Background: an optimization exercise with open tools, aiming at small area. Do not read the settings as production practice. In this exercise RTL edits were held to simulation tests only and were not proved equivalent to the original. No activity file was given, so power comes from the tool's default toggle rates.

==> run E: inputs <==
## Animation
module Animation
(
    output logic [10:0] x, y,
    output logic colour, GameClock,
    input logic forceClear,
    input logic clk, rst,
    input logic [7:0] xin, yin, titlex, titley,
    input logic [79:0] ex, ey
);
    logic [17:0] FrameClock;    
    logic first;                
    always_ff @(posedge clk)
        if (rst) begin
            FrameClock <= '0;
            first <= 1'b1;
        end else begin
            FrameClock <= FrameClock[17] ? 18'd0 : FrameClock + 18'd1;
            if (FrameClock[17]) first <= 1'b0;
        end
    assign GameClock = FrameClock[17];
    logic clearing, drawing, zero, show;
    assign drawing = ~FrameClock[17] & FrameClock[16] & (FrameClock[15] | FrameClock[14]);
    assign clearing = ~FrameClock[17] & ~drawing;
    assign zero = rst | FrameClock[17];
    assign show = first | ~forceClear;
    logic [20-1:0] w;
    always_comb begin
        case (FrameClock[15:6])
            10'd256: w = 20'h2f540;
  ...
==> flow/config.mk <==
export PLATFORM = sky130hd
export DESIGN_NAME = Animation
export DESIGN_NICKNAME = Animation
export VERILOG_FILES = /design/flow/design.v
export SDC_FILE = /design/flow/constraint.sdc
export NUM_CORES = 8
export LEC_CHECK = 0
export ABC_AREA = 1
export CAP_MARGIN = 40
export CORE_MARGIN = 2
export CORE_UTILIZATION = 40
export PLACE_DENSITY = 0.6
export SLEW_MARGIN = 20
export SYNTH_MEMORY_MAX_BITS = 65536
==> flow/constraint.sdc <==
create_clock -name core_clock -period 20.0 [get_ports {clk}]
set_input_delay 4.0000 -clock core_clock [delete_from_list [all_inputs] [get_ports {clk}]]
set_output_delay 4.0000 -clock core_clock [all_outputs]
set_load 0.01 [all_outputs]
standard.sh (not shown) runs the stock make flow with config.mk's settings and CLKGATE_MAP_FILE= SYNTH_SCRIPT=/design/flow/synth_recipe.tcl, a recipe that flattens the netlist after the stock synthesis.
==> flow/flow/run.sh <==
#!/bin/bash
# Own layout flow: the standard ORFS flow (standard.sh) with two changes:
#  - synthesis maps with an area-oriented ABC script (flow/abc_area.script, used as
#    ABC_AREA=1 selects it) instead of ORFS's; the registers and their names are unchanged;
#  - port buffering uses sky130_fd_sc_hd__buf_1 for the buffer on every input and output port.
# Each tool's full output goes to a log file in the work folder (and ORFS's own logs under orfs/logs).
set -euo pipefail
W=$(pwd)
rm -rf "$W/scripts_abc"
cp -r "$FLOW_HOME/scripts" "$W/scripts_abc"
cp "$W/flow/abc_area.script" "$W/scripts_abc/abc_area.script"
bash "$W/standard.sh" "SCRIPTS_DIR=$W/scripts_abc" \
    "BUFFER_PORTS_ARGS=-buffer_cell sky130_fd_sc_hd__buf_1" finish > "$W/flow_make.log" 2>&1
test -f "$W/out/final.def"
==> flow/flow/abc_area.script <==
strash
dc2
&get -n
&dch -f
&nf -R 1000 -p -F 8 -A 4 -a -C 32
&put
==> inputs of run M, as changes to run E <==
==> flow/run.sh (new file) <==
#!/bin/bash
# synth_recipe.tcl (not shown) runs the flow's synth.tcl, then flattens the netlist and writes it again
# the make line also repeats each setting of config.mk as NAME=value (left out here)
make -C /OpenROAD-flow-scripts/flow DESIGN_CONFIG=/design/flow/config.mk WORK_HOME=/design/flow/orfs CLKGATE_MAP_FILE= SYNTH_SCRIPT=/design/flow/synth_recipe.tcl finish
removed: flow/flow/run.sh
removed: flow/flow/abc_area.script
removed: flow/standard.sh
==> metrics.md <==
| Metric | Value |
|---|---|
| GR Layer Usage met1 | `59.9%` |
| Relative contribution of the clock network to total power | `46.5%` |
| Post-layout instance count excluding filler cells | `2005` |
| VDD IR-drop max | `0.0320 mV` |
| Final routed wirelength across all metal layers | `69.4 mm` |
| Proportion of synthesized area in mux cells | `7.85%` |
| Status | `finished clean` |
| Most common cell after layout, fill and taps aside | `sky130_fd_sc_hd__buf_1` |
| Leading cell types by total area after synthesis | `sky130_fd_sc_hd__a21oi_1 (9.2%), sky130_fd_sc_hd__dfxtp_1 (8.2%), sky130_fd_sc_hd__o21ai_0 (7.8%)` |
| Iteration-0 DRC count of the detailed router | `3708` |
-- figures above: run E

==> metrics.md <==
| Metric | Value |
|---|---|
| Post-layout instance count excluding filler cells | `2779` |
| GR Layer Usage met1 | `56.3%` |
| Relative contribution of the clock network to total power | `46.1%` |
| Proportion of synthesized area in mux cells | `0.0809%` |
| Status | `finished clean` |
| Most common cell after layout, fill and taps aside | `sky130_fd_sc_hd__nand2_1` |
| Leading cell types by total area after synthesis | `sky130_fd_sc_hd__nand2_1 (21%), sky130_fd_sc_hd__nand3_1 (12%), sky130_fd_sc_hd__nor2_1 (7.2%)` |
| Final routed wirelength across all metal layers | `76.8 mm` |
-- figures above: run M

[port drivers added, routing unchanged]
No port has a modelled driver above. Below, the same layouts with a new extraction and two added sets of constraints.
Step 1: set_driving_cell puts a clkbuf_16 on clk and a buf_2 on each other input, an assumption about the parent block.
Step 2 times the ports against the registers' clock, not the clock port: input delays grow and output delays shrink by t, the midpoint of the rising clock arrivals with the driver on.
a / b / c = ideal / step 1 / step 2; a / b = the first two.
| run | shift t [ns] | setup WS [ns] | worst register clock-pin slew, ns | worst data-port slew with drivers (ns) | cell pins on the clock port's net |
|---|---|---|---|---|---|
| run E | 0.394 | 11.332 / 11.354 / 10.960 | 0.07 / 0.07 | 0.11 | 1 |
| run M | 0.387 | 10.625 / 10.596 / 10.596 | 0.06 / 0.06 | 0.08 | 1 |
After both steps every run listed still meets setup and hold. For run E, which loses most, drivers alone change the setup slack by +0.022 ns; drivers and shift together by -0.372 ns.
